From an optimization exercise on the open Yosys and OpenROAD flow, aimed at small area and a short achievable clock period; shortcuts taken in it are not production practice.
Only simulation tests tie the RTL to the original design; equivalence was not proved.
The clock cells of run 7 come from the design's own scripts or RTL, not from TritonCTS.
The flow treats the clock pin as an ideal source. Dropping or thinning the clock tree relies on that and would not hold on a real chip.
No activity file was given, so power comes from the tool's default toggle rates.

File: flow/constraint.sdc
create_clock -name core_clock -period 4.0 [get_ports {clk}]
set_input_delay 0.8000 -clock core_clock [delete_from_list [all_inputs] [get_ports {clk}]]
set_output_delay 0.8000 -clock core_clock [all_outputs]
set_load 0.01 [all_outputs]
File: flow/config.mk
export PLATFORM = sky130hd
export DESIGN_NAME = Extra2LPTop
export DESIGN_NICKNAME = Extra2LPTop
export VERILOG_FILES = /design/flow/design.v
export SDC_FILE = /design/flow/constraint.sdc
export NUM_CORES = 4
export LEC_CHECK = 0
export CAP_MARGIN = 20
export CORE_MARGIN = 2
export CORE_UTILIZATION = 40
export SLEW_MARGIN = 20
File: flow/design.v
`timescale 1ns / 1ps
module Extra2LPTop(
     input clk,
    input rst,
    input [31:0] A_in,
    input [31:0] B_in,
    input [31:0] C_in,
    output [35:0] Q
    );
     reg [35:0] result, res1;
     reg [31:0] A, B, C, Cdelay;
	  reg [0:0] count;
     always @(posedge clk)
     begin
         A<= A_in; 
         B<= B_in;
         C<= C_in;
			Cdelay<=C;
			if (rst)
				count<=0;
			else
			case(count) 
			0:begin
				res1 <= {4'b0000,A}+{4'b0000,B};
				count<=1;
				result<=res1;
			end
			1: begin
				res1<=(res1<<2) + Cdelay;
				count<=0;
			end
			endcase
     end
     assign Q = result; 
endmodule
File: flow/run.sh
#!/bin/bash
# synth_recipe.tcl (not shown) runs the flow's synth.tcl, then flattens the netlist and writes it again
# the make line also repeats each setting of config.mk as NAME=value (left out here)
make -C /OpenROAD-flow-scripts/flow DESIGN_CONFIG=/design/flow/config.mk WORK_HOME=/design/flow/orfs CLKGATE_MAP_FILE= SYNTH_SCRIPT=/design/flow/synth_recipe.tcl finish
==> results of run 1 <==
[cells by family (layout without fill, tap and decap cells)]
kind of cell / after synthesis / after routing / synth area share (%)
buf+inv: 28 / 189 / 1.28
simple gates: 164 / 164 / 9.57
mux: 4 / 4 / 0.533
flops: 201 / 201 / 57.7
xor+xnor: 51 / 51 / 5.43
fa+ha+maj: 64 / 64 / 9.92
compound gates: 200 / 200 / 15.5
[cells in the mapped netlist (all sizes together), types with 3 or more instances]
cell and instances:
and2 4, a21o 24, buf 3, edfxtp 72, o21a 6, and3 3, inv 13, xnor2 27
a211oi 9, nand3b 4, nand4 9, nand3 14, a31oi 4, ha 62, a21boi 4, nor2 45
o21bai 3, mux2 3, nor2b 12, o211ai 5, o21ai 55, and4 3, dfxtp 129, a21oi 61
xor2 24, o2111ai 3, clkbuf 12, nand2 50, nor3 4, o31ai 7, nand2b 12
[metal layers]
| metal | wire length [um] | up-vias | share of wire, % | GRT usage [%] |
|---|---|---|---|---|
| li1 | - | 2887 | - | - |
| met1 | 8380 | 2591 | 48 | 22.9 |
| met2 | 7330 | 201 | 42 | 24.4 |
| met3 | 1210 | 34 | 7.0 | 3.07 |
| met4 | 400 | 0 | 2.3 | 5.00 |
| met5 | 0 | - | 0 | 0 |
[worst register-to-register path: stages, from the launching register on]
cell and delay [ns]:
dfxtp_1 0.30, ha_1 0.23, fa_1 0.41, a21oi_1 0.22, o22ai_1 0.14, or3_4 0.36, a311oi_4 0.32, o2111ai_1 0.18
nand2_1 0.13, o21ai_1 0.11, a2111oi_0 0.43, a21oi_1 0.07
[layout by cell type (no fill, tap or decap), drive strengths merged, types with 3 or more instances in the layout]
cell           count
a211oi             9
a21boi             4
a21o              24
a21oi             61
a31oi              4
and2               4
and3               3
and4               3
buf                3
clkbuf            28
clkdlybuf4s50    133
clkinv             8
dfxtp            129
edfxtp            72
ha                62
inv               15
mux2               3
nand2             50
nand2b            12
nand3             14
nand3b             4
nand4              9
nor2              45
nor2b             12
nor3               4
o2111ai            3
o211ai             5
o21a               6
o21ai             55
o21bai             3
o31ai              7
xnor2             27
xor2              24
[power by group]
| group | internal (mW) | total (mW) | switching, mW | leakage [nW] |
|---|---|---|---|---|
| clock | 1.24 | 2.01 | 0.772 | 0.363 |
| combinational | 0.509 | 1.08 | 0.574 | 2.09 |
| sequential | 2.32 | 2.41 | 0.0842 | 1.79 |
[sequential cells by signal (all words and copies together) (netlist names)]
register,cells
A,32
res1,36
B,32
count,1
result,36
C,32
Cdelay,32
[area by class of cell]
type	count	area share, %
clock buffers	28	5.89
clock inverters	12	1.10
inverters	13	0.460
multi-input cells	483	31.8
flip-flops and latches	201	44.7
well taps	270	3.18
repair buffers	136	12.9
[worst paths after layout]
| path | startpoint | endpoint |
|---|---|---|
| hold reg to reg | C[26] | Cdelay[26] |
| setup / recovery | A[0] | res1[32] |
| setup reg to reg | A[0] | res1[32] |
| hold / removal | C[26] | Cdelay[26] |
==> impl_metrics.env, run 1 <==
export IMPL_cp_data_required_time_ns=4.22
export IMPL_syn2layout_area_growth_pct=29.2
export IMPL_synth_top_cell_area_share_pct=31.4
export IMPL_fin_cells=1143
export IMPL_synthDistinctLibCells=54
export IMPL_status="finished clean"
export IMPL_path_class="reg2reg"
export IMPL_drt_antenna_violating_nets=0
export IMPL_drc_errors=0
export IMPL_setup_viol=0
export IMPL_worstSetupPathDepth=11
export IMPL_antenna_found_initial=0
export IMPL_end_kind="register"
export IMPL_powerDensity_nw_per_um2=518
export IMPL_max_slew_margin_pct=45.7
export IMPL_vias=5713
export IMPL_synth_seq_area_share_pct=57.7
export IMPL_cts_root_buf="clkbuf_16"
export IMPL_drt_iter0_drc=379
export IMPL_slew_viol_final=0
export IMPL_ys_flop_type="dfxtp_1"
export IMPL_grt_pass1_wl_mm=28.1
export IMPL_worstSetupStartpointType="register"
export IMPL_whs_path_depth=0
export IMPL_crit_top_cell="a21oi_1"
export IMPL_postCtsSetupBuffers=0
export IMPL_cts_resized=0
export IMPL_fillers=1782
export IMPL_cp_arrival_ns=3.40
export IMPL_max_clock_path_buffers=3
export IMPL_drv_cap=0
export IMPL_worst_path_buf_inv=0
export IMPL_chipWidth_um=147
export IMPL_placed_cells=1102
export IMPL_io_buffers=133
export IMPL_rrSetupSlack_ns=0.81
export IMPL_syn_nets=874
export IMPL_multi_input_area_sq_um=3380
export IMPL_path_clk_slew_ns=0.06
export IMPL_synthesis_instances=712
export IMPL_synth_edf_count=72
export IMPL_vias_per_cell=5.00
export IMPL_numCtsBuffers=22
export IMPL_start_util_pct=40.8
export IMPL_critPathTopFamily="compound AO/OA/AOI/OAI gates"
export IMPL_timing_fmax_mhz=314
export IMPL_clock_latency_ns=0.50
export IMPL_crit_path_max_fanout=4
export IMPL_row_count=52
export IMPL_fin_setup_tns_ns=0
export IMPL_dpl_instance_area_sq_um=9860
export IMPL_rsz0062_at_grt="no"
export IMPL_grtUsageTotal_pct=15.9
export IMPL_post_drt_wl_per_cell_um=15.2
export IMPL_grt_pass1_vias=5799
export IMPL_hold_buffers=0
export IMPL_p_leak_nw=4.24
export IMPL_vdd_drop_max_mv=0.334
export IMPL_final_min_clock_period_ns=3.19
export IMPL_place_congestion=0.869
export IMPL_io_pins=134
export IMPL_worstMarginPinSlew_ns=0.815
export IMPL_fin_nets=1019
export IMPL_place_ws_ns=0.832
export IMPL_path_cells="ha_1 > fa_1 > a21oi_1 > o22ai_1 > or3_4 > a311oi_4 > o2111ai_1 > nand2_1 > o21ai_1 > a2111oi_0 > a21oi_1"
export IMPL_worstRegToRegCells=11
export IMPL_syn_area_sq_um=8220
export IMPL_yosys_top_cells_area="dfxtp_1, edfxtp_1, ha_1, a21oi_1, xnor2_1"
export IMPL_design_area_sq_um=10600
export IMPL_first_pass_iters=5
export IMPL_yosysTopAreaCell="dfxtp_1"
export IMPL_period_share_pct=79.7
export IMPL_drive_gt1_share_pct=5.38
export IMPL_hold_viol=0
export IMPL_grt_max_degree=43
export IMPL_seq_area_sq_um=4750
export IMPL_grt_overflow_total=0
export IMPL_htree_num_levels=1
export IMPL_coreArea_sq_um=20200
export IMPL_power_mw=5.50
export IMPL_critPathSlowestCell="a2111oi_0"
export IMPL_worst_slack_ns=0.813
export IMPL_hold_ws_ns=0.322
export IMPL_cts_num_sinks=201
export IMPL_fin_util_pct=52.6
export IMPL_synth_seq_cells=201
export IMPL_diodes=0
export IMPL_fin_skew_ns=0.0128
export IMPL_wl_mm=17.3
export IMPL_yosysWarningCount=1
export IMPL_chipHeight_um=147
export IMPL_cts_tree="built"
export IMPL_dp_hpwl_mm=13.1
export IMPL_hp_class="reg2reg"
export IMPL_async_flop_share_pct=0
export IMPL_dieArea_sq_um=21700
export IMPL_slowest_delay_ns=0.43
export IMPL_syn_avg_cell_area_sq_um=11.5
==> run 2, diff against run 1 <==
==> flow/design.v (replaced) <==
`timescale 1ns / 1ps
module Extra2LPTop(
    input clk,
    input rst,
    input [31:0] A_in,
    input [31:0] B_in,
    input [31:0] C_in,
    output [35:0] Q
    );
    localparam B1 = 12;    
    localparam B2 = 23;
    wire [31:0] c_sh = {2'b00, C_in[31:2]};
    wire [31:0] s0 = A_in ^ B_in ^ c_sh;
    wire [31:0] k0 = (A_in & B_in) | (A_in & c_sh) | (B_in & c_sh);
    wire [33:0] x0 = {2'b00, s0};
    wire [33:0] y0 = {1'b0, k0, 1'b0};
    wire [33:0] g0 = x0 & y0;
    wire [33:0] p0 = x0 ^ y0;
    reg [32:0] g1;           
    reg [33:0] p1;
    reg [1:0]  cl1;
    always @(posedge clk) begin
        g1  <= g0[32:0];
        p1  <= p0;
        cl1 <= C_in[1:0];
    end
    reg [33:0] gg, pp;       
    reg [33:0] cin;          
    reg [2:0]  cout;         
    integer i, l, st;
    always @(*) begin
        gg = {1'b0, g1};
        pp = p1;
        for (l = 1; l < 32; l = l * 2) begin
            for (i = 33; i >= 0; i = i - 1) begin
                st = (i >= B2) ? B2 : (i >= B1) ? B1 : 0;
                if (((i - st) & l) != 0 && ((i - st) & ~(l - 1)) - 1 + st >= st) begin
                    gg[i] = gg[i] | (pp[i] & gg[((i - st) & ~(2*l - 1)) + l - 1 + st]);
                    pp[i] = pp[i] & pp[((i - st) & ~(2*l - 1)) + l - 1 + st];
                end
            end
        end
        cin = 34'd0;
        for (i = 1; i < 34; i = i + 1)
            if (i != B1 && i != B2) cin[i] = gg[i-1];
        cout[0] = gg[B1-1];
        cout[1] = gg[B2-1];
    end
    wire [33:0] u1 = p1 ^ cin;
    reg        ph;
    reg [33:0] u2;
    reg [1:0]  co2;
    reg [1:0]  cl2;
    reg [35:0] result;
    wire c_b1 = co2[0];
    wire c_b2 = co2[1] | (co2[0] & (&u2[B2-1:B1]));
    reg [B2-B1-1:0] mid;
    reg [33-B2:0]   top;
    integer j;
    always @(*) begin
        for (j = B1; j < B2; j = j + 1)
            mid[j-B1] = u2[j] ^ (c_b1 & (&(u2 | ~(((34'd1 << j) - 34'd1) & ~((34'd1 << B1) - 34'd1)))));
        for (j = B2; j < 34; j = j + 1)
            top[j-B2] = u2[j] ^ (c_b2 & (&(u2 | ~(((34'd1 << j) - 34'd1) & ~((34'd1 << B2) - 34'd1)))));
    end
    always @(posedge clk) begin
        if (rst) ph <= 1'b1;
        else     ph <= ~ph;
        if (ph) begin
            u2     <= u1;
            co2    <= cout[1:0];
            cl2    <= cl1;
            result <= {top, mid, u2[B1-1:0], cl2};
        end
    end
    assign Q = result;
endmodule
==> flow/flow/run.sh (new file) <==
#!/bin/bash
# Standard ORFS layout (the standard.sh, standard synthesis), with:
#  - port buffers of sky130_fd_sc_hd__buf_1 instead of the default delay buffer
#  - clock tree from clkbuf_4 cells, without dummy balancing loads
cp standard.sh standard_sh.log
export BUFFER_PORTS_ARGS="-buffer_cell sky130_fd_sc_hd__buf_1"
export CTS_ARGS="-sink_clustering_enable -repair_clock_nets -dont_use_dummy_load -buf_list sky130_fd_sc_hd__clkbuf_4"
bash standard.sh > standard.log 2>&1
==> flow/standard.sh (new file) <==
#!/bin/bash
# synth_recipe.tcl (not shown) runs the flow's synth.tcl, then flattens the netlist and writes it again
# the make line also repeats each setting of config.mk as NAME=value (left out here)
make -C /OpenROAD-flow-scripts/flow DESIGN_CONFIG=/design/flow/config.mk WORK_HOME=/design/flow/orfs CLKGATE_MAP_FILE= SYNTH_SCRIPT=/design/flow/synth_recipe.tcl "${@:-finish}"
--- a/flow/config.mk
+++ b/flow/config.mk
@@ -5,6 +5,7 @@
 export SDC_FILE = /design/flow/constraint.sdc
 export NUM_CORES = 4
 export LEC_CHECK = 0
+export ABC_AREA = 1
 export CAP_MARGIN = 20
 export CORE_MARGIN = 2
 export CORE_UTILIZATION = 40
removed: flow/run.sh
==> run 2 against run 1 <==
Effect of this change: still clean on timing, DRC and antenna; design area shrank 37%; synthesized area fell by 29%; synthesized cell count decreased by 35%; critical path depth shrank 10; worst hold slack gained 0.038 ns; via count down 37%; wire length down 44%; die area down 28%.
==> impl_metrics.env, run 2 <==
export IMPL_status="finished clean"
export IMPL_post_drt_wl_per_cell_um=12.0
export IMPL_ys_flop_type="edfxtp_1"
export IMPL_clock_latency_ns=0.54
export IMPL_cts_resized=0
export IMPL_end_kind="primary output"
export IMPL_top_register="result"
export IMPL_worst_path_buf_inv=1
export IMPL_postCtsSetupBuffers=0
export IMPL_max_slew_margin_pct=35.6
export IMPL_power_mw=3.36
export IMPL_yosysWarningCount=1
export IMPL_cp_arrival_ns=1.08
export IMPL_sw_frac_of_total_pct=28.7
export IMPL_critPathTopFamily="flip-flops"
export IMPL_seqPwrFrac_pct=62.8
export IMPL_hold_viol=0
export IMPL_power_frac_clock_pct=17.8
export IMPL_hold_buffers=0
export IMPL_slowest_delay_ns=0.42
export IMPL_fin_setup_tns_ns=0
export IMPL_synth_seq_cells=141
export IMPL_fin_skew_ns=0.0366
export IMPL_grt_max_degree=76
export IMPL_vias_per_cell=4.49
export IMPL_drt_iter0_drc=120
export IMPL_max_clock_path_buffers=2
export IMPL_worstMarginPinSlew_ns=0.966
export IMPL_wl_mm=9.61
export IMPL_vias=3580
export IMPL_syn_avg_cell_area_sq_um=12.6
export IMPL_yosys_top_cells_area="edfxtp_1, dfxtp_1, fa_1, ha_1, nand2_1"
export IMPL_setup_viol=0
export IMPL_start_util_pct=40.7
export IMPL_cts_root_buf="clkbuf_4"
export IMPL_row_count=44
export IMPL_final_min_clock_period_ns=1.88
export IMPL_syn_area_sq_um=5870
export IMPL_placed_cells=781
export IMPL_powerDensity_nw_per_um2=501
export IMPL_drv_cap=0
export IMPL_syn2layout_area_growth_pct=14.4
export IMPL_diodes=0
export IMPL_worst_slack_ns=2.12
export IMPL_coreArea_sq_um=14400
export IMPL_drive_gt1_share_pct=4.40
export IMPL_timing_fmax_mhz=531
export IMPL_synth_most_common_cell="nand2_1"
export IMPL_cts_num_sinks=141
export IMPL_critPathSlowestCell="edfxtp_1"
export IMPL_drt_antenna_violating_nets=0
export IMPL_cts_tree="built"
export IMPL_vdd_drop_max_mv=0.188
export IMPL_period_share_pct=47.1
export IMPL_hp_class="in2reg"
export IMPL_combPwrFrac_pct=19.4
export IMPL_final_cell_mix="buf_1, nand2_1, edfxtp_1"
export IMPL_p_leak_nw=2.88
export IMPL_rsz0062_at_grt="no"
export IMPL_synth_edf_count=74
export IMPL_crit_start="result[6]"
export IMPL_synthTopCellsByCount="nand2_1, edfxtp_1, dfxtp_1"
export IMPL_grt_pass1_vias=3651
export IMPL_grtUsageTotal_pct=13.3
export IMPL_first_pass_iters=4
export IMPL_yosysTopAreaCell="edfxtp_1"
export IMPL_grt_overflow_total=0
export IMPL_io_pins=134
export IMPL_fin_nets=790
export IMPL_design_area_sq_um=6720
export IMPL_grt_pass1_wl_mm=16.1
export IMPL_power_switching_mw=0.965
export IMPL_async_flop_share_pct=0
export IMPL_place_congestion=0.782
export IMPL_synthDistinctLibCells=21
export IMPL_slew_viol_final=0
export IMPL_final_common_cell="buf_1"
export IMPL_path_cells="buf_1"
export IMPL_dp_hpwl_mm=7.54
export IMPL_worstSetupStartpointType="register"
export IMPL_dieArea_sq_um=15700
export IMPL_htree_num_levels=4
export IMPL_place_ws_ns=2.12
export IMPL_timing_rr_start="p1[24]"
export IMPL_drc_errors=0
export IMPL_fin_cells=798
export IMPL_syn_nets=639
export IMPL_synthesis_instances=465
export IMPL_cp_data_required_time_ns=3.20
export IMPL_chipWidth_um=125
export IMPL_min_from="C_in[1]"
export IMPL_path_clk_slew_ns=0.10
export IMPL_dpl_instance_area_sq_um=6590
export IMPL_numCtsBuffers=17
export IMPL_antenna_found_initial=0
export IMPL_synth_top_cell_area_share_pct=37.8
export IMPL_p_int_mw=2.40
export IMPL_crit_path_max_fanout=1
export IMPL_synth_seq_area_share_pct=60.7
export IMPL_path_class="reg2out"
export IMPL_chipHeight_um=125
export IMPL_io_buffers=133
export IMPL_largest_reg_flops=36
==> run 2: cell types whose count changed after synthesis, sizes merged, moves of 28 or more <==
cell / delta
dfxtp: -62
nand2: +62
o21ai: -55
a21oi: -51
inv: +35
fa: +28
==> run 2: area by class of cell <==
| cell class | instances | area, sq um |
|---|---|---|
| multi-input combinational | 275 | 2120 |
| inverter | 48 | 180 |
| sequential | 141 | 3570 |
| clock buffer | 17 | 128 |
| fill | 1378 | 7700 |
| tap | 184 | 230 |
| timing repair buffer | 133 | 499 |
==> run 2: worst reg2reg max path, stage by stage (launching register included) <==
cell and delay [ns]:
dfxtp_1 0.31, ha_1 0.18, or2_2 0.29, nand3_1 0.07, nand2_1 0.12, nand2_1 0.09, nand3_1 0.09, ha_1 0.19
nor2_1 0.11, xnor2_1 0.08
==> run 2: final timing paths <==
| path | end | slack, ns | cells past startpoint |
|---|---|---|---|
| setup / recovery | Q[6] | 2.12 | 1 |
| hold / removal | cl1[1] | 0.36 | 1 |
| setup reg to reg | u2[32] | 2.25 | 9 |
| hold reg to reg | cl2[1] | 0.42 | 0 |
==> run 2: cells by family after synthesis <==
kind of cell	share of synthesized area, %
AO/OA/AOI/OAI	1.11
XOR/XNOR	2.83
AND/OR/NAND/NOR	12.1
flip-flops	60.7
buffers and inverters	3.32
adder cells (fa/ha/maj)	20.0
==> run 2: power by group through the flow <==
| stage | Combinational [mW] | Clock, mW | Sequential [mW] |
|---|---|---|---|
| global route | 0.769 | 0.706 | 2.16 |
| global placement | 0.634 | 0 | 2.14 |
| finish | 0.652 | 0.600 | 2.11 |
| detailed placement | 0.667 | 0 | 2.15 |
| CTS | 0.671 | 0.639 | 2.12 |
| floorplan | 0.388 | 0 | 2.15 |
==> run 2: per-stage QoR <==
stage          hold slack, ns  utilization, %
2_1_floorplan           0.386               -
3_3_place_gp            0.387            45.7
3_5_place_dp            0.391            45.7
4_1_cts                 0.290            46.6
5_1_grt                 0.293            46.6
6_report                0.361            46.6
==> run 2: layer usage <==
layer,global-route usage (%),part of all wire (%),vias to the layer above
met5,0,0,-
met4,6.01,2.1,0
met3,5.26,5.4,15
met2,23.5,53,79
met1,14.0,39,1675
li1,-,-,1811
==> run 3, diff against run 2 <==
--- a/flow/design.v
+++ b/flow/design.v
@@ -70,8 +70,8 @@
             u2     <= u1;
             co2    <= cout[1:0];
             cl2    <= cl1;
-            result <= {top, mid, u2[B1-1:0], cl2};
         end
+        result <= result ^ ({36{ph}} & (result ^ {top, mid, u2[B1-1:0], cl2}));
     end
     assign Q = result;
 endmodule
==> flow/flow/run.sh (replaced) <==
#!/bin/bash
# Standard ORFS layout (the standard.sh, standard synthesis), with:
#  - port buffers of sky130_fd_sc_hd__buf_1 instead of the default delay buffer
#  - clock tree of clkbuf_4 cells under a clkbuf_16 root, without dummy balancing loads
cp standard.sh standard_sh.log
export BUFFER_PORTS_ARGS="-buffer_cell sky130_fd_sc_hd__buf_1"
export CTS_ARGS="-sink_clustering_enable -repair_clock_nets -dont_use_dummy_load -buf_list sky130_fd_sc_hd__clkbuf_4 -root_buf sky130_fd_sc_hd__clkbuf_16"
bash standard.sh > standard.log 2>&1
--- a/flow/config.mk
+++ b/flow/config.mk
@@ -9,4 +9,5 @@
 export CAP_MARGIN = 20
 export CORE_MARGIN = 2
 export CORE_UTILIZATION = 40
+export SETUP_SLACK_MARGIN = 2.3
 export SLEW_MARGIN = 20
==> run 3 against run 2 <==
Effect of this change: via count decreased by 1.4%; largest cell class unchanged; synthesized area decreased by 0.19%; first-iteration DRC count increased by 20%; critical path type unchanged; combinational power increased by 8.3%; clock skew decreased by 0.00089 ns; highest routed layer unchanged; sequential power about the same; design area increased by 1.8%; die area decreased by 0.18%; fmax increased by 9.1%.
==> impl_metrics.env, run 3 <==
export IMPL_status="finished clean"
export IMPL_synthTopCellsByCount="nand2_1, edfxtp_1, dfxtp_1"
export IMPL_synth_top_cell_area_share_pct=37.9
export IMPL_grt_overflow_total=0
export IMPL_placed_cells=774
export IMPL_io_buffers=133
export IMPL_ys_flop_type="edfxtp_1"
export IMPL_grt_pass1_vias=3545
export IMPL_drt_antenna_violating_nets=0
export IMPL_diodes=0
export IMPL_synth_seq_cells=141
export IMPL_vias=3531
export IMPL_critPathSlowestCell="edfxtp_1"
export IMPL_synth_simple_area_share_pct=11.5
export IMPL_power_mw=3.45
export IMPL_final_min_clock_period_ns=1.73
export IMPL_vias_per_cell=4.43
export IMPL_syn_nets=632
export IMPL_synth_compound_area_share_pct=1.52
export IMPL_dp_hpwl_mm=7.17
export IMPL_dieArea_sq_um=15600
export IMPL_yosys_top_cells_area="edfxtp_1, dfxtp_1, fa_1, ha_1, nand2_1"
export IMPL_drt_iter0_drc=144
export IMPL_io_pins=134
export IMPL_async_flop_share_pct=0
export IMPL_numCtsBuffers=17
export IMPL_crit_path_max_fanout=1
export IMPL_drt_met1_wl_mm=3.77
export IMPL_synth_most_common_cell="nand2_1"
export IMPL_cp_arrival_ns=0.93
export IMPL_hold_viol=0
export IMPL_path_class="reg2out"
export IMPL_worst_path_buf_inv=1
export IMPL_dr_wl_met2_mm=4.83
export IMPL_syn_avg_cell_area_sq_um=12.8
export IMPL_slew_viol_final=0
export IMPL_final_common_cell="buf_1"
export IMPL_rsz0062_at_grt="yes"
export IMPL_drc_errors=0
export IMPL_antenna_found_initial=0
export IMPL_yosysWarningCount=1
export IMPL_fin_util_pct=47.4
export IMPL_synthesis_instances=458
export IMPL_dpl_instance_area_sq_um=6590
export IMPL_coreArea_sq_um=14400
export IMPL_grt_pass1_wl_mm=15.6
export IMPL_design_area_sq_um=6840
export IMPL_vdd_drop_max_mv=0.195
export IMPL_multi_input_area_sq_um=2130
export IMPL_clock_latency_ns=0.38
export IMPL_synthDistinctLibCells=22
export IMPL_grtUsageTotal_pct=12.8
export IMPL_synthXorXnorAreaFrac_pct=2.99
export IMPL_drv_cap=0
export IMPL_htree_num_levels=4
export IMPL_place_congestion=0.830
export IMPL_chipHeight_um=125
export IMPL_seq_area_sq_um=3570
export IMPL_period_share_pct=43.2
export IMPL_top_layer="met4"
export IMPL_synth_edf_count=74
export IMPL_path_cells="clkbuf_2"
export IMPL_synth_top_family_by_area="adder cells"
export IMPL_fin_setup_tns_ns=0
export IMPL_cp_data_required_time_ns=3.20
export IMPL_syn_area_sq_um=5860
export IMPL_first_pass_iters=4
export IMPL_setup_viol=0
export IMPL_yosysTopAreaCell="edfxtp_1"
export IMPL_cts_tree="built"
export IMPL_synth_seq_area_share_pct=60.8
export IMPL_path_clk_slew_ns=0.09
export IMPL_final_cell_mix="buf_1, nand2_1, edfxtp_1"
export IMPL_p_leak_nw=2.99
export IMPL_synthAdderAreaFrac_pct=20.1
export IMPL_start_util_pct=40.6
export IMPL_powerDensity_nw_per_um2=504
export IMPL_drive_gt1_share_pct=10.4
export IMPL_fin_cells=797
export IMPL_wl_met3_um=469
export IMPL_max_clock_path_buffers=2
export IMPL_critPathTopFamily="flip-flops"
export IMPL_slowest_delay_ns=0.42
export IMPL_fin_skew_ns=0.0357
export IMPL_fin_nets=789
export IMPL_synthMuxAreaShare_pct=0
export IMPL_worstSetupStartpointType="register"
export IMPL_grt_max_degree=76
export IMPL_fillers=1335
export IMPL_end_kind="primary output"
export IMPL_cts_num_sinks=141
export IMPL_cts_root_buf="clkbuf_16"
export IMPL_hp_class="reg2reg"
export IMPL_chipWidth_um=125
export IMPL_wl_mm=9.30
export IMPL_timing_fmax_mhz=579
export IMPL_worstMarginPinSlew_ns=0.962
export IMPL_max_slew_margin_pct=35.9
export IMPL_post_drt_wl_per_cell_um=11.7
export IMPL_row_count=44
export IMPL_syn2layout_area_growth_pct=16.7
-- run 3: what timing repair did --
| item | in CTS | in global routing |
|---|---|---|
| pin swaps | 1 | 2 |
| hold buffers | 0 | 0 |
| setup endpoints to repair | 19 | 44 |
| gates resized for setup | 6 | 30 |
| cloned | 0 | 0 |
| buffers inserted | 2 | 4 |
-- run 3: final timing paths --
kind | start | endpoint | slack (ns) | depth (start not counted)
max reg2reg | p1[24] | u2[32] | 2.32 | 9
min reg2reg | p1[23] | u2[23] | 0.41 | 0
max | register | Q[32] | 2.27 | 1
min | p1[23] | u2[23] | 0.41 | 0
-- run 3: where the power goes --
part | leakage [nW] | internal, mW | switching, mW
logic | 1.60 | 0.317 | 0.389
registers | 1.31 | 1.93 | 0.174
clock network | 0.0859 | 0.232 | 0.408
-- run 3: per-stage QoR --
stage	hold WS, ns	setup slack, ns
floorplan	0.386	2.34
global placement	0.386	2.15
detailed placement	0.390	2.16
CTS	0.408	2.25
global route	0.428	2.22
finish	0.408	2.27
-- run 3: logic make-up (layout without fill, tap and decap cells) --
family,after synthesis,count (layout)
and+or+nand+nor,160,160
xor gates and xnor gates,20,20
buffers and inverters,47,202
adders and majority gates,76,76
AOI/OAI and AO/OA,14,14
DFF,141,141
-- run 3: cell type report --
cell class | count | share of cell area, %
multi-input combinational | 270 | 31.2
tap | 184 | 3.36
clock buffer | 17 | 2.12
inverter | 46 | 2.52
sequential | 141 | 52.1
timing repair buffer | 139 | 8.69
-- run 3: per-layer routing --
metal,global-route usage [%],vias up
li1,-,1805
met1,13.9,1630
met2,22.3,83
met3,4.96,13
met4,5.82,0
met5,0,-
==> run 4, diff against run 3 <==
--- a/flow/design.v
+++ b/flow/design.v
@@ -7,8 +7,8 @@
     input [31:0] C_in,
     output [35:0] Q
     );
-    localparam B1 = 12;    
-    localparam B2 = 23;
+    localparam B1 = 11;    
+    localparam B2 = 22;
     wire [31:0] c_sh = {2'b00, C_in[31:2]};
     wire [31:0] s0 = A_in ^ B_in ^ c_sh;
     wire [31:0] k0 = (A_in & B_in) | (A_in & c_sh) | (B_in & c_sh);
--- a/flow/config.mk
+++ b/flow/config.mk
@@ -8,6 +8,7 @@
 export ABC_AREA = 1
 export CAP_MARGIN = 20
 export CORE_MARGIN = 2
-export CORE_UTILIZATION = 40
-export SETUP_SLACK_MARGIN = 2.3
+export CORE_UTILIZATION = 60
+export PLACE_DENSITY = 0.75
+export SETUP_SLACK_MARGIN = 2.45
 export SLEW_MARGIN = 20
==> run 4 against run 3 <==
Effect of this change: die area fell by 32%; fmax grew 2.0%; register-to-register slack gained 0.17 ns; global-route usage is 5.8 points higher; largest cell class unchanged; clock power fell by 2%; clock skew hardly changed; combinational power rose by 12%; critical path type unchanged; synthesized cell count grew 1.3%; highest routed layer unchanged.
==> impl_metrics.env, run 4 <==
export IMPL_vdd_drop_max_mv=0.207
export IMPL_fin_skew_ns=0.0361
export IMPL_worst_path_buf_inv=1
export IMPL_clock_latency_ns=0.37
export IMPL_drc_errors=0
export IMPL_io_pins=134
export IMPL_post_drt_wl_per_cell_um=12.4
export IMPL_end_kind="primary output"
export IMPL_synth_top_cell_area_share_pct=37.7
export IMPL_worstMarginPinSlew_ns=0.919
export IMPL_start_util_pct=61.1
export IMPL_max_clock_path_buffers=2
export IMPL_critPathTopFamily="flip-flops"
export IMPL_drt_antenna_violating_nets=0
export IMPL_yosysWarningCount=1
export IMPL_drive_gt1_share_pct=18.6
export IMPL_crit_path_end="Q[24]"
export IMPL_coreArea_sq_um=9640
export IMPL_power_switching_mw=1.02
export IMPL_worst_slack_ns=2.31
export IMPL_crit_path_max_fanout=1
export IMPL_period_share_pct=42.3
export IMPL_fillers=674
export IMPL_numCtsBuffers=17
export IMPL_hold_viol=0
export IMPL_drt_iter0_drc=110
export IMPL_max_slew_margin_pct=38.7
export IMPL_multi_input_area_sq_um=2300
export IMPL_power_frac_clock_pct=17.7
export IMPL_path_clk_slew_ns=0.12
export IMPL_rrSetupSlack_ns=2.49
export IMPL_slew_viol_final=0
export IMPL_syn2layout_area_growth_pct=19.7
export IMPL_cts_root_buf="clkbuf_16"
export IMPL_synthesis_instances=464
export IMPL_synth_most_common_cell="nand2_1"
export IMPL_vias=3656
export IMPL_cts_num_sinks=141
export IMPL_htree_num_levels=4
export IMPL_synthTopCellsByCount="nand2_1, edfxtp_1, dfxtp_1"
export IMPL_dieArea_sq_um=10600
export IMPL_fin_setup_tns_ns=0
export IMPL_yosysTopAreaCell="edfxtp_1"
export IMPL_chipHeight_um=103
export IMPL_grtUsageTotal_pct=18.6
export IMPL_wl_mm=9.43
export IMPL_syn_area_sq_um=5890
export IMPL_grt_pass1_vias=3505
export IMPL_combPwrFrac_pct=22.3
export IMPL_dp_hpwl_mm=6.76
export IMPL_synthDistinctLibCells=20
export IMPL_status="finished clean"
export IMPL_seqPwrFrac_pct=59.9
export IMPL_async_flop_share_pct=0
export IMPL_powerDensity_nw_per_um2=503
export IMPL_antenna_found_initial=0
export IMPL_timing_fmax_mhz=591
export IMPL_cp_arrival_ns=0.89
export IMPL_p_leak_nw=3.12
export IMPL_row_count=36
export IMPL_worstRegToRegCells=9
export IMPL_diodes=0
export IMPL_synth_seq_area_share_pct=60.5
export IMPL_seq_area_sq_um=3570
export IMPL_final_cell_mix="buf_1, nand2_1, edfxtp_1"
export IMPL_syn_nets=638
export IMPL_critPathSlowestCell="edfxtp_1"
export IMPL_path_class="reg2out"
export IMPL_vias_per_cell=4.82
export IMPL_synth_seq_cells=141
export IMPL_rsz0062_at_grt="yes"
export IMPL_worstSetupPathDepth=1
export IMPL_fin_nets=801
export IMPL_cp_data_required_time_ns=3.20
export IMPL_first_pass_iters=4
export IMPL_place_ws_ns=2.13
export IMPL_p_int_mw=2.53
export IMPL_cts_tree="built"
export IMPL_sw_frac_of_total_pct=28.7
export IMPL_drv_cap=0
export IMPL_grt_overflow_total=0
export IMPL_final_common_cell="buf_1"
export IMPL_synth_edf_count=74
export IMPL_yosys_top_cells_area="edfxtp_1, dfxtp_1, fa_1, ha_1, nand2_1"
export IMPL_place_congestion=0.793
export IMPL_setup_viol=0
export IMPL_io_buffers=133
export IMPL_timing_rr_start="u2[11]"
export IMPL_path_cells="buf_2"
export IMPL_grt_max_degree=76
export IMPL_grt_pass1_wl_mm=14.6
export IMPL_worstSetupStartpointType="register"
export IMPL_slowest_delay_ns=0.37
export IMPL_syn_avg_cell_area_sq_um=12.7
export IMPL_hp_class="reg2reg"
export IMPL_ys_flop_type="edfxtp_1"
export IMPL_chipWidth_um=103
export IMPL_final_min_clock_period_ns=1.69
run 4: cell types whose count changed after synthesis, sizes merged, moves of 2 or more:
cell	before	now
inv	46	52
a21o	2	0
nand2	104	112
nand3	20	15
nor3	3	1
run 4: layer usage:
layer	GRT usage (%)	vias up	wire length, um	share of wire [%]
met2	33.6	104	5160	55
met5	0	-	0	0
met1	19.1	1702	3570	38
li1	-	1831	-	-
met4	10.3	0	207	2.2
met3	5.90	19	498	5.3
run 4: how the worst min path moves through the flow:
stage	start	to	slack, ns	depth (start not counted)
2_1_floorplan	cl1[0]	cl2[0]	0.39	0
3_3_place_gp	cl1[1]	cl2[1]	0.39	0
3_5_place_dp	p1[1]	u2[1]	0.39	0
4_1_cts	p1[1]	u2[1]	0.39	0
5_1_grt	p1[1]	u2[1]	0.41	0
6_report	p1[1]	u2[1]	0.40	0
run 4: logic make-up (layout without fill, tap and decap cells):
| family | after synthesis | in the layout | synth area share (%) |
|---|---|---|---|
| and+or+nand+nor | 159 | 159 | 11.4 |
| xor gates and xnor gates | 21 | 21 | 3.12 |
| AOI/OAI and AO/OA | 13 | 14 | 1.34 |
| buffers and inverters | 54 | 214 | 3.69 |
| DFF | 141 | 141 | 60.5 |
| adders and majority gates | 76 | 76 | 20.0 |
run 4: power groups by stage:
stage          Clock [mW]  Combinational (mW)  Sequential (mW)
2_1_floorplan           0               0.395             2.15
3_3_place_gp            0               0.624             2.12
3_5_place_dp            0               0.664             2.14
4_1_cts             0.648               0.724             2.11
5_1_grt             0.704               0.912             2.17
6_report            0.629               0.792             2.13
run 4: timing repair:
item	4_1_cts	5_1_grt
hold buffers	0	0
setup endpoints to repair	50	52
cloned	2	0
pin swaps	5	21
gates resized for setup	12	83
buffers inserted	7	4
run 4: area by class of cell:
| cell class | count | share of cell area [%] |
|---|---|---|
| clock buffers | 17 | 2.06 |
| inverters | 52 | 2.77 |
| flip-flops and latches | 141 | 50.6 |
| well taps | 133 | 2.36 |
| repair buffers | 145 | 9.62 |
| multi-input cells | 270 | 32.6 |
run 4: metrics by stage:
step	total power, mW	std cells	hold WS, ns	area, sq um	util [%]
floorplan	2.55	464	0.386	5900	-
global placement	2.75	728	0.387	6540	67.8
detailed placement	2.81	728	0.389	6540	67.8
CTS	3.48	754	0.386	6810	70.7
global route	3.78	758	0.415	7050	73.2
finish	3.55	758	0.398	7050	73.2
==> run 5, diff against run 4 <==
--- a/flow/design.v
+++ b/flow/design.v
@@ -48,6 +48,7 @@
     end
     wire [33:0] u1 = p1 ^ cin;
     reg        ph;
+    reg        qa, qb;
     reg [33:0] u2;
     reg [1:0]  co2;
     reg [1:0]  cl2;
@@ -64,14 +65,21 @@
             top[j-B2] = u2[j] ^ (c_b2 & (&(u2 | ~(((34'd1 << j) - 34'd1) & ~((34'd1 << B2) - 34'd1)))));
     end
     always @(posedge clk) begin
-        if (rst) ph <= 1'b1;
-        else     ph <= ~ph;
+        if (rst) begin
+            ph <= 1'b1;
+            qa <= 1'b1;
+            qb <= 1'b0;
+        end else begin
+            ph <= ~ph;
+            qa <= ~qa;
+            qb <= ~qb;
+        end
         if (ph) begin
-            u2     <= u1;
-            co2    <= cout[1:0];
-            cl2    <= cl1;
+            u2  <= u1;
+            co2 <= cout[1:0];
+            cl2 <= cl1;
         end
-        result <= result ^ ({36{ph}} & (result ^ {top, mid, u2[B1-1:0], cl2}));
+        result <= ({top, mid, u2[B1-1:0], cl2} & {36{qa}}) | (result & {36{qb}});
     end
     assign Q = result;
 endmodule
--- a/flow/config.mk
+++ b/flow/config.mk
@@ -8,7 +8,6 @@
 export ABC_AREA = 1
 export CAP_MARGIN = 20
 export CORE_MARGIN = 2
-export CORE_UTILIZATION = 60
-export PLACE_DENSITY = 0.75
-export SETUP_SLACK_MARGIN = 2.45
+export CORE_UTILIZATION = 40
+export SETUP_SLACK_MARGIN = 2.3
 export SLEW_MARGIN = 20
==> run 5 against run 4 <==
Effect of this change: largest power group unchanged; register-to-register slack got worse by 0.13 ns; combinational power rose by 4.2%; die area rose by 48%; critical endpoint is now Q[17]; worst hold slack better by 0.0061 ns; still clean; design area is 2.7% lower.
==> impl_metrics.env, run 5 <==
export IMPL_fin_skew_ns=0.0307
export IMPL_max_slew_margin_pct=35.3
export IMPL_cp_data_required_time_ns=3.20
export IMPL_io_buffers=133
export IMPL_synth_seq_cells=143
export IMPL_fin_nets=851
export IMPL_critPathSlowestCell="dfxtp_2"
export IMPL_setup_viol=0
export IMPL_place_congestion=0.740
export IMPL_post_drt_wl_per_cell_um=11.5
export IMPL_vias=3932
export IMPL_yosysTopAreaCell="dfxtp_1"
export IMPL_hold_ws_ns=0.404
export IMPL_ys_flop_type="dfxtp_1"
export IMPL_synthDistinctLibCells=27
export IMPL_dieArea_sq_um=15700
export IMPL_fin_setup_tns_ns=0
export IMPL_drt_antenna_violating_nets=0
export IMPL_cts_tree="built"
export IMPL_drv_cap=0
export IMPL_final_min_clock_period_ns=1.65
export IMPL_max_clock_path_buffers=2
export IMPL_critPathTopFamily="flip-flops"
export IMPL_grt_pass1_vias=4009
export IMPL_placed_cells=837
export IMPL_powerDensity_nw_per_um2=519
export IMPL_worst_path_buf_inv=1
export IMPL_final_cell_mix="nand2_1, buf_1, dfxtp_1"
export IMPL_path_cells="clkbuf_2"
export IMPL_fin_util_pct=47.4
export IMPL_grtUsageTotal_pct=13.8
export IMPL_dp_hpwl_mm=7.46
export IMPL_grt_overflow_total=0
export IMPL_async_flop_share_pct=0
export IMPL_diodes=0
export IMPL_start_util_pct=40.7
export IMPL_synth_most_common_cell="nand2_1"
export IMPL_chipWidth_um=125
export IMPL_hp_class="reg2reg"
export IMPL_cts_root_buf="clkbuf_16"
export IMPL_design_area_sq_um=6860
export IMPL_coreArea_sq_um=14500
export IMPL_rsz0062_at_grt="yes"
export IMPL_power_mw=3.56
export IMPL_slowest_delay_ns=0.37
export IMPL_place_ws_ns=2.19
export IMPL_wl_mm=9.85
export IMPL_drive_gt1_share_pct=13.8
export IMPL_drt_iter0_drc=135
export IMPL_synthesis_instances=527
export IMPL_dpl_instance_area_sq_um=6590
export IMPL_syn_area_sq_um=5890
export IMPL_cts_num_sinks=143
export IMPL_synth_edf_count=38
export IMPL_htree_num_levels=4
export IMPL_period_share_pct=41.3
export IMPL_vias_per_cell=4.58
export IMPL_synth_seq_area_share_pct=55.1
export IMPL_yosysWarningCount=1
export IMPL_synth_top_cell_area_share_pct=35.7
export IMPL_syn_nets=701
export IMPL_vdd_drop_max_mv=0.190
export IMPL_grt_max_degree=40
export IMPL_first_pass_iters=4
export IMPL_end_kind="primary output"
export IMPL_syn2layout_area_growth_pct=16.5
export IMPL_chipHeight_um=125
export IMPL_antenna_found_initial=0
export IMPL_final_common_cell="nand2_1"
export IMPL_cp_arrival_ns=0.85
export IMPL_fin_cells=859
export IMPL_worstMarginPinSlew_ns=0.970
export IMPL_hold_viol=0
export IMPL_slew_viol_final=0
export IMPL_path_class="reg2out"
export IMPL_synthTopCellsByCount="nand2_1, dfxtp_1, inv_1"
export IMPL_row_count=44
export IMPL_p_leak_nw=3.14
export IMPL_path_clk_slew_ns=0.11
export IMPL_worstSetupStartpointType="register"
export IMPL_crit_path_max_fanout=2
export IMPL_worst_slack_ns=2.35
export IMPL_status="finished clean"
export IMPL_syn_avg_cell_area_sq_um=11.2
export IMPL_io_pins=134
export IMPL_clock_latency_ns=0.37
export IMPL_yosys_top_cells_area="dfxtp_1, edfxtp_1, fa_1, ha_1, nand2_1"
export IMPL_fillers=1356
export IMPL_grt_pass1_wl_mm=17.2
export IMPL_numCtsBuffers=17
export IMPL_drc_errors=0
export IMPL_timing_fmax_mhz=606
export IMPL_largest_reg_flops=36
export IMPL_top_register="result"
## run 5: cell types whose count changed after synthesis, moves of 3 or more
| cell | previous run | this run |
|---|---|---|
| clkbuf_1 | 0 | 6 |
| nand2_2 | 0 | 4 |
| nand2_1 | 111 | 127 |
| a22o_1 | 0 | 15 |
| nand3_1 | 14 | 31 |
| dfxtp_1 | 67 | 105 |
| edfxtp_1 | 74 | 38 |
| nor2_1 | 21 | 31 |
| o21bai_1 | 0 | 3 |
| xor2_1 | 10 | 4 |
| nand3b_1 | 6 | 0 |
## run 5: logic make-up after synthesis
family                   Yosys count  share of synthesized area [%]
buffers and inverters             58                           3.87
AO/OA/AOI/OAI                     35                           4.27
flip-flops                       143                           55.1
AND/OR/NAND/NOR                  202                           14.9
XOR/XNOR                          13                           1.93
adder cells (fa/ha/maj)           76                           20.0
## run 5: layout make-up
class | instances | area [sq um] | area share (%)
Clock buffer | 17 | 145 | 2.12
Inverter | 49 | 184 | 2.68
Multi-Input combinational cell | 326 | 2430 | 35.5
Sequential cell | 143 | 3270 | 47.6
Tap cell | 184 | 230 | 3.36
Timing Repair Buffer | 140 | 599 | 8.74
## run 5: metal layers
| layer | track usage [%] | up-vias | wire, um |
|---|---|---|---|
| met5 | 0 | - | 0 |
| met3 | 4.84 | 14 | 520 |
| li1 | - | 2011 | - |
| met1 | 15.8 | 1818 | 4210 |
| met4 | 5.49 | 0 | 153 |
| met2 | 23.7 | 89 | 4960 |
## run 5: worst paths after layout
check / start / endpoint / slack [ns] / cells past startpoint
max: result[17] / Q[17] / 2.35 / 1
min: p1[11] / u2[11] / 0.40 / 0
max reg2reg: u2[11] / result[25] / 2.36 / 7
min reg2reg: p1[11] / u2[11] / 0.40 / 0
## run 5: repair_timing
action                                  in CTS  in global routing
endpoints found under the setup margin      24                 30
setup buffers                                4                  1
resized for setup                           24                 35
hold endpoints to repair                     0                  0
pin swaps                                    1                  1
hold buffers                                 0                  0
## run 5: report_power, final
part	switching, mW	total [mW]	internal [mW]	leakage (nW)
Clock	0.412	0.645	0.232	0.0859
Sequential	0.205	2.09	1.89	1.27
Combinational	0.445	0.825	0.380	1.78
Total	1.06	3.56	2.50	3.14
==> run 6, diff against run 5 <==
--- a/flow/design.v
+++ b/flow/design.v
@@ -49,6 +49,7 @@
     wire [33:0] u1 = p1 ^ cin;
     reg        ph;
     reg        qa, qb;
+    reg        pn;       
     reg [33:0] u2;
     reg [1:0]  co2;
     reg [1:0]  cl2;
@@ -67,18 +68,16 @@
     always @(posedge clk) begin
         if (rst) begin
             ph <= 1'b1;
+            pn <= 1'b0;
             qa <= 1'b1;
             qb <= 1'b0;
         end else begin
             ph <= ~ph;
+            pn <= ~pn;
             qa <= ~qa;
             qb <= ~qb;
         end
-        if (ph) begin
-            u2  <= u1;
-            co2 <= cout[1:0];
-            cl2 <= cl1;
-        end
+        {co2, cl2, u2} <= ({cout[1:0], cl1, u1} & {38{ph}}) | ({co2, cl2, u2} & {38{pn}});
         result <= ({top, mid, u2[B1-1:0], cl2} & {36{qa}}) | (result & {36{qb}});
     end
     assign Q = result;
==> run 6 against run 5 <==
Effect of this change: still clean on timing, DRC and antenna; design area increased by 1.3%; worst setup slack lost 0.0079 ns; fmax down 0.48%; synthesized area up 1.8%; non-clock buffer count shrank 3; critical path depth is the same; die area is 1.8% higher; cell count grew 12%; synthesized cell count up 21%; combinational power grew 17%; sequential share of layout area shrank 5.6 points; worst hold slack improved by 0.051 ns; critical endpoint is now Q[11].
==> impl_metrics.env, run 6 <==
export IMPL_status="finished clean"
export IMPL_wl_mm=12.2
export IMPL_crit_path_max_fanout=2
export IMPL_worstMarginPinSlew_ns=0.738
export IMPL_yosysTopAreaCell="dfxtp_1"
export IMPL_multi_input_area_sq_um=2790
export IMPL_synth_seq_area_share_pct=48.1
export IMPL_fin_skew_ns=0.0363
export IMPL_synth_top_cell_area_share_pct=48.1
export IMPL_drt_antenna_violating_nets=0
export IMPL_vias=4560
export IMPL_coreArea_sq_um=14600
export IMPL_grt_max_degree=26
export IMPL_cts_num_sinks=144
export IMPL_seq_area_sq_um=2920
export IMPL_post_drt_wl_per_cell_um=12.6
export IMPL_slowest_delay_ns=0.37
export IMPL_async_flop_share_pct=0
export IMPL_final_common_cell="nand2_1"
export IMPL_antenna_found_initial=0
export IMPL_rsz0062_at_grt="yes"
export IMPL_ys_flop_type="dfxtp_1"
export IMPL_chipHeight_um=126
export IMPL_io_pins=134
export IMPL_cts_tree="built"
export IMPL_htree_num_levels=4
export IMPL_worst_path_buf_inv=1
export IMPL_place_congestion=0.746
export IMPL_grt_pass1_wl_mm=20.8
export IMPL_timing_fmax_mhz=603
export IMPL_cp_arrival_ns=0.86
export IMPL_synthesis_instances=640
export IMPL_end_kind="primary output"
export IMPL_path_cells="buf_2"
export IMPL_drv_cap=0
export IMPL_design_area_sq_um=6950
export IMPL_dpl_instance_area_sq_um=6670
export IMPL_max_clock_path_buffers=2
export IMPL_drive_gt1_share_pct=13.6
export IMPL_cts_root_buf="clkbuf_16"
export IMPL_final_min_clock_period_ns=1.66
export IMPL_hp_class="reg2reg"
export IMPL_cp_data_required_time_ns=3.20
export IMPL_period_share_pct=41.5
export IMPL_synthDistinctLibCells=31
export IMPL_grt_pass1_vias=4594
export IMPL_yosysWarningCount=1
export IMPL_path_class="reg2out"
export IMPL_fillers=1434
export IMPL_synth_most_common_cell="nand2_1"
export IMPL_final_cell_mix="nand2_1, dfxtp_1, buf_1"
export IMPL_grtUsageTotal_pct=16.5
export IMPL_path_clk_slew_ns=0.09
export IMPL_diodes=0
export IMPL_io_buffers=133
export IMPL_first_pass_iters=5
export IMPL_p_leak_nw=3.30
export IMPL_yosys_top_cells_area="dfxtp_1, nand2_1, fa_1, ha_1, inv_1"
export IMPL_start_util_pct=41.1
export IMPL_fin_setup_tns_ns=0
export IMPL_largest_reg_flops=36
export IMPL_synthTopCellsByCount="nand2_1, dfxtp_1, inv_1"
export IMPL_clock_latency_ns=0.36
export IMPL_critPathTopFamily="flip-flops"
export IMPL_hold_viol=0
export IMPL_drc_errors=0
export IMPL_syn_area_sq_um=6000
export IMPL_powerDensity_nw_per_um2=527
export IMPL_worstSetupStartpointType="register"
export IMPL_rrSetupSlack_ns=2.40
export IMPL_top_register="result"
export IMPL_synth_edf_count=0
export IMPL_max_slew_margin_pct=50.8
export IMPL_chipWidth_um=126
export IMPL_drt_met1_wl_mm=5.25
export IMPL_critPathSlowestCell="dfxtp_1"
export IMPL_setup_viol=0
export IMPL_numCtsBuffers=17
export IMPL_drt_iter0_drc=165
export IMPL_syn2layout_area_growth_pct=15.8
export IMPL_dp_hpwl_mm=9.32
export IMPL_top_layer="met4"
export IMPL_dr_wl_met2_mm=6.13
export IMPL_vdd_drop_max_mv=0.243
export IMPL_vias_per_cell=4.73
export IMPL_dieArea_sq_um=16000
export IMPL_grt_overflow_total=0
export IMPL_fin_nets=956
export IMPL_synth_seq_cells=144
export IMPL_syn_nets=814
export IMPL_row_count=44
export IMPL_wl_met3_um=688
export IMPL_syn_avg_cell_area_sq_um=9.37
export IMPL_slew_viol_final=0
run 6: changes by cell type after synthesis, sizes merged, moves of 9 or more:
| cell | before | now |
|---|---|---|
| xnor2 | 9 | 0 |
| inv | 49 | 73 |
| nor2 | 33 | 23 |
| dfxtp | 105 | 144 |
| edfxtp | 38 | 0 |
| nor3 | 0 | 12 |
| o21ai | 3 | 29 |
| nand2 | 132 | 182 |
run 6: cell type report:
cell class	count	share of cell area, %
Multi-Input combinational cell	408	40.2
Timing Repair inverter	1	0.108
Inverter	73	4.00
Tap cell	184	3.31
Clock buffer	17	2.09
Sequential cell	144	42.0
Timing Repair Buffer	137	8.30
run 6: kinds of logic (layout without fill, tap and decap cells):
logic type,after synthesis,after routing,synth area share [%]
simple gates,261,261,18.9
compound gates,71,71,7.70
fa+ha+maj,76,76,19.6
flops,144,144,48.1
buf+inv,88,228,5.72
run 6: where the power goes:
part / switching [mW] / total (mW) / internal, mW / leakage (nW)
sequential: 0.235 / 2.05 / 1.81 / 1.21
clock: 0.416 / 0.648 / 0.233 / 0.0859
combinational: 0.546 / 0.964 / 0.418 / 2.00
run 6: repair_timing:
| action | 4_1_cts | 5_1_grt |
|---|---|---|
| hold buffers | 0 | 0 |
| gates cloned | 1 | 0 |
| setup buffers | 0 | 2 |
| pin swaps | 0 | 1 |
| hold endpoints to repair | 0 | 0 |
| setup endpoints to repair | 42 | 30 |
| gates resized for setup | 25 | 43 |
run 6: stage by stage:
step	setup WS [ns]	utilization [%]	power (mW)	std cells	hold WS (ns)
2_1_floorplan	2.34	-	2.64	640	0.406
3_3_place_gp	2.16	45.7	2.95	944	0.423
3_5_place_dp	2.16	45.7	3.00	944	0.436
4_1_cts	2.30	47.0	3.68	962	0.460
5_1_grt	2.26	47.6	3.97	964	0.474
6_report	2.34	47.6	3.66	964	0.454
run 6: layer usage:
metal  vias to the layer above  GRT usage (%)
li1                       2337              -
met1                      2115           19.6
met2                        98           28.7
met3                        10           5.02
met4                         0           4.78
met5                         -              0
run 6: worst paths after layout:
check | startpoint | endpoint | cells after the start
setup / recovery | result[11] | Q[11] | 1
hold / removal | u2[10] | result[12] | 1
setup reg to reg | u2[11] | result[25] | 7
hold reg to reg | u2[10] | result[12] | 1
==> run 7, diff against run 6 <==
--- a/flow/design.v
+++ b/flow/design.v
@@ -49,7 +49,6 @@
     wire [33:0] u1 = p1 ^ cin;
     reg        ph;
     reg        qa, qb;
-    reg        pn;       
     reg [33:0] u2;
     reg [1:0]  co2;
     reg [1:0]  cl2;
@@ -68,16 +67,18 @@
     always @(posedge clk) begin
         if (rst) begin
             ph <= 1'b1;
-            pn <= 1'b0;
             qa <= 1'b1;
             qb <= 1'b0;
         end else begin
             ph <= ~ph;
-            pn <= ~pn;
             qa <= ~qa;
             qb <= ~qb;
         end
-        {co2, cl2, u2} <= ({cout[1:0], cl1, u1} & {38{ph}}) | ({co2, cl2, u2} & {38{pn}});
+        if (ph) begin
+            u2  <= u1;
+            co2 <= cout[1:0];
+            cl2 <= cl1;
+        end
         result <= ({top, mid, u2[B1-1:0], cl2} & {36{qa}}) | (result & {36{qb}});
     end
     assign Q = result;
==> flow/flow/run.sh (replaced) <==
#!/bin/bash
# Standard ORFS layout (the standard.sh, standard synthesis), with:
#  - port buffers of sky130_fd_sc_hd__buf_1 instead of the default delay buffer
#  - a one-level clock tree (flow/clocktree.tcl, run as the CTS step's PRE hook):
#    the clock port drives four clkbuf_16, each driving a quarter of the
#    flip-flops; the CTS step's timing repair and placement run as usual
cp standard.sh standard_sh.log
export BUFFER_PORTS_ARGS="-buffer_cell sky130_fd_sc_hd__buf_1"
export PRE_CTS_TCL="$PWD/flow/clocktree.tcl"
bash standard.sh > standard.log 2>&1
==> flow/flow/clocktree.tcl (new file) <==
# PRE_CTS_TCL hook: a one-level clock tree built by hand, in place of
# clock_tree_synthesis. The clock port drives NBUF clkbuf_16 cells; each drives
# one of NBUF equal groups of flip-flops, split by position (halves in x, then
# halves in y), and sits at its group's centroid. All flip-flops see the same
# buffer depth (one), so the tree adds no intended skew.
set nbuf 4
set block [ord::get_db_block]
set db [ord::get_db]
set master [$db findMaster sky130_fd_sc_hd__clkbuf_16]
set clknet [$block findNet clk]
set sinks {}
foreach it [$clknet getITerms] {
  if {[$it isInputSignal]} {
    set xy [$it getAvgXY]
    lappend sinks [list $it [lindex $xy 1] [lindex $xy 2]]
  }
}
puts "manual clock tree: [llength $sinks] sinks"
proc split_half {lst idx} {
  set s [lsort -real -index $idx $lst]
  set n [expr {[llength $s] / 2}]
  return [list [lrange $s 0 [expr {$n - 1}]] [lrange $s $n end]]
}
set groups {}
foreach hx [split_half $sinks 1] {
  foreach hy [split_half $hx 2] { lappend groups $hy }
}
set i 0
foreach g $groups {
  set sx 0; set sy 0
  foreach s $g { set sx [expr {$sx + [lindex $s 1]}]; set sy [expr {$sy + [lindex $s 2]}] }
  set cx [expr {int($sx / [llength $g])}]
  set cy [expr {int($sy / [llength $g])}]
  set inst [odb::dbInst_create $block $master "clkbuf_man_$i"]
  $inst setLocation $cx $cy
  $inst setPlacementStatus PLACED
  set net [odb::dbNet_create $block "clknet_man_$i"]
  $net setSigType CLOCK
  [$inst findITerm A] connect $clknet
  [$inst findITerm X] connect $net
  foreach s $g {
    set it [lindex $s 0]
    $it disconnect
    $it connect $net
  }
  puts "manual clock tree: buffer $i at ($cx, $cy) drives [llength $g] sinks"
  incr i
}
$clknet setSigType CLOCK
set_propagated_clock [all_clocks]
# the tree is built: skip the tool's own clock tree synthesis
rename clock_tree_synthesis clock_tree_synthesis_unused
proc clock_tree_synthesis {args} { puts "clock_tree_synthesis skipped (manual tree)" }
--- a/flow/config.mk
+++ b/flow/config.mk
@@ -8,6 +8,7 @@
 export ABC_AREA = 1
 export CAP_MARGIN = 20
 export CORE_MARGIN = 2
-export CORE_UTILIZATION = 40
-export SETUP_SLACK_MARGIN = 2.3
+export CORE_UTILIZATION = 60
+export PLACE_DENSITY = 0.75
+export SETUP_SLACK_MARGIN = 2.4
 export SLEW_MARGIN = 20
==> run 7 against run 6 <==
Effect of this change: wire length down 20%; critical path depth up 2; power down 6.0%; highest routed layer unchanged; still clean on timing, DRC and antenna; worst hold slack worse by 0.033 ns; clock power down 19%; global-route usage up 1.9 points; sequential share of layout area up 5.9 points.
==> impl_metrics.env, run 7 <==
export IMPL_io_buffers=133
export IMPL_worstMarginPinSlew_ns=0.917
export IMPL_synth_seq_area_share_pct=55.1
export IMPL_synth_top_cell_area_share_pct=35.7
export IMPL_crit_path_end="p1[3]"
export IMPL_crit_path_max_fanout=1
export IMPL_path_cells="buf_6 > fa_1 > ha_1"
export IMPL_slowest_delay_ns=0.48
export IMPL_drive_gt1_share_pct=7.38
export IMPL_cp_arrival_ns=1.70
export IMPL_io_pins=134
export IMPL_synth_seq_cells=143
export IMPL_worstSetupStartpointType="primary input"
export IMPL_vias_per_cell=4.90
export IMPL_dp_hpwl_mm=7.78
export IMPL_coreArea_sq_um=9640
export IMPL_hold_buffers=0
export IMPL_yosysTopAreaCell="dfxtp_1"
export IMPL_chipWidth_um=103
export IMPL_worst_path_buf_inv=1
export IMPL_final_min_clock_period_ns=1.63
export IMPL_drv_cap=0
export IMPL_grt_pass1_vias=3760
export IMPL_synthesis_instances=527
export IMPL_yosysWarningCount=1
export IMPL_final_common_cell="buf_1"
export IMPL_synthDistinctLibCells=27
export IMPL_hp_class="reg2reg"
export IMPL_status="finished clean"
export IMPL_drt_antenna_violating_nets=0
export IMPL_syn_avg_cell_area_sq_um=11.2
export IMPL_path_class="in2reg"
export IMPL_critPathSlowestCell="fa_1"
export IMPL_syn_area_sq_um=5890
export IMPL_slew_viol_final=0
export IMPL_start_util_pct=61.1
export IMPL_synth_edf_count=38
export IMPL_hold_ws_ns=0.421
export IMPL_powerDensity_nw_per_um2=507
export IMPL_place_ws_ns=2.16
export IMPL_fin_util_pct=70.4
export IMPL_first_pass_iters=4
export IMPL_synthTopCellsByCount="nand2_1, dfxtp_1, inv_1"
export IMPL_worstSetupPathDepth=3
export IMPL_clock_latency_ns=0.18
export IMPL_yosys_top_cells_area="dfxtp_1, edfxtp_1, fa_1, ha_1, nand2_1"
export IMPL_top_register="result"
export IMPL_dieArea_sq_um=10600
export IMPL_worstRegToRegCells=7
export IMPL_crit_start="C_in[5]"
export IMPL_synth_most_common_cell="nand2_1"
export IMPL_place_congestion=0.802
export IMPL_period_share_pct=40.6
export IMPL_grt_max_degree=40
export IMPL_fin_nets=840
export IMPL_grtUsageTotal_pct=18.4
export IMPL_power_mw=3.44
export IMPL_grt_overflow_total=0
export IMPL_setup_viol=0
export IMPL_fin_setup_tns_ns=0
export IMPL_timing_rr_start="u2[11]"
export IMPL_vdd_drop_max_mv=0.402
export IMPL_max_slew_margin_pct=38.8
export IMPL_async_flop_share_pct=0
export IMPL_chipHeight_um=103
export IMPL_critPathTopFamily="adder cells"
export IMPL_diodes=0
export IMPL_p_leak_nw=3.03
export IMPL_vias=3908
export IMPL_post_drt_wl_per_cell_um=12.3
export IMPL_syn2layout_area_growth_pct=15.2
export IMPL_path_clk_slew_ns=0.12
export IMPL_end_kind="register"
export IMPL_syn_nets=701
export IMPL_antenna_found_initial=0
export IMPL_rrSetupSlack_ns=2.45
export IMPL_rsz0062_at_grt="yes"
export IMPL_final_cell_mix="buf_1, nand2_1, dfxtp_1"
export IMPL_largest_reg_flops=36
export IMPL_cp_data_required_time_ns=4.07
export IMPL_timing_fmax_mhz=615
export IMPL_drc_errors=0
export IMPL_wl_mm=9.78
export IMPL_fin_skew_ns=0.0111
export IMPL_hold_viol=0
export IMPL_ys_flop_type="dfxtp_1"
export IMPL_grt_pass1_wl_mm=15.8
export IMPL_drt_iter0_drc=101
export IMPL_r2r_end="result[25]"
export IMPL_row_count=36
export IMPL_worst_slack_ns=2.37
==> run 7: cell count changes in the layout (fill, tap and decap cells not counted), moves of 15 or more <==
cell	change
dfxtp_2	-23
edfxtp_1	+38
buf_2	-15
o21ai_0	-27
clkbuf_2	-15
buf_1	+26
inv_1	-17
nand2_1	-54
clkbuf_4	-16
dfxtp_1	-16
==> run 7: cell type report <==
| class | count | area [sq um] |
|---|---|---|
| plain buffers | 4 | 100 |
| well taps | 133 | 166 |
| multi-input cells | 326 | 2480 |
| flip-flops and latches | 143 | 3250 |
| inverters | 49 | 184 |
| fillers | 762 | 2860 |
| repair buffers | 142 | 607 |
==> run 7: stage by stage <==
| stage | instances | cell area (sq um) |
|---|---|---|
| 2_1_floorplan | 527 | 5910 |
| 3_3_place_gp | 786 | 6540 |
| 3_5_place_dp | 786 | 6540 |
| 4_1_cts | 792 | 6680 |
| 5_1_grt | 797 | 6780 |
| 6_report | 797 | 6780 |
==> run 7: what timing repair did <==
item / CTS / global route
setup buffers: 2 / 5
endpoints found under the setup margin: 6 / 18
pin swaps: 3 / 14
resized for setup: 4 / 27
==> run 7: power by group <==
part | switching [mW] | total, mW | internal (mW) | leakage, nW
combinational | 0.456 | 0.825 | 0.368 | 1.72
clock | 0.336 | 0.524 | 0.188 | 0.0493
sequential | 0.214 | 2.09 | 1.88 | 1.27
==> run 7: logic make-up (layout without fill, tap and decap cells) <==
| family | Yosys count | in the layout | synth area share, % |
|---|---|---|---|
| xor gates and xnor gates | 13 | 13 | 1.93 |
| AOI/OAI and AO/OA | 35 | 35 | 4.27 |
| buffers and inverters | 58 | 195 | 3.87 |
| and+or+nand+nor | 202 | 202 | 14.9 |
| adders and majority gates | 76 | 76 | 20.0 |
| DFF | 143 | 143 | 55.1 |
==> run 7: how the worst min path moves through the flow <==
| stage | startpoint | endpoint | slack [ns] | depth (start not counted) |
|---|---|---|---|---|
| after floorplan | cl1[0] | cl2[0] | 0.39 | 0 |
| after global placement | cl1[0] | cl2[0] | 0.39 | 0 |
| after detailed placement | p1[22] | u2[22] | 0.40 | 0 |
| after CTS | cl1[0] | cl2[0] | 0.43 | 0 |
| after global routing | cl1[1] | cl2[1] | 0.42 | 0 |
| final | p1[0] | u2[0] | 0.42 | 0 |
==> run 7: per-layer routing <==
layer / share of wire, % / global-route usage (%) / vias up
met5: 0 / 0 / -
met4: 2.3 / 3.74 / 0
met3: 4.6 / 1.22 / 16
met2: 52 / 35.8 / 92
met1: 41 / 22.3 / 1820
li1: - / - / 1980

afterwards: timing with drivers on the ports:
How much do the figures lean on ideal ports? The routed layouts below were timed once more, with nothing changed but the port constraints. Step 1 assumes that a clkbuf_16 drives the clock port and a buf_2 every other input. Step 2 moves the port delays by t, midway between the first and last clock arrival at a register: inputs arrive t later, outputs are due t later. That takes back most of the time a late clock gives input paths. Three values: no drivers, after step 1, after step 2; two values: the first two.
run | t, ns | setup slack, ns | worst setup path at the end | worst slew at a driven data input, ns
run 1 | 0.537 | 0.813 / 0.813 / 0.813 | register to register | 0.04
run 2 | 0.555 | 2.116 / 2.083 / 2.132 | input to register | 0.04
run 3 | 0.396 | 2.274 / 2.235 / 2.140 | input to register | 0.04
run 4 | 0.386 | 2.307 / 2.268 / 2.135 | input to register | 0.04
run 5 | 0.393 | 2.349 / 2.309 / 2.191 | input to register | 0.04
run 6 | 0.384 | 2.341 / 2.302 / 2.171 | input to register | 0.05
run 7 | 0.258 | 2.375 / 2.373 / 2.154 | input to register | 0.05
After both steps setup and hold are still met in every run listed. For run 7, which loses most, drivers alone change the setup slack by -0.002 ns; drivers and shift together by -0.221 ns.
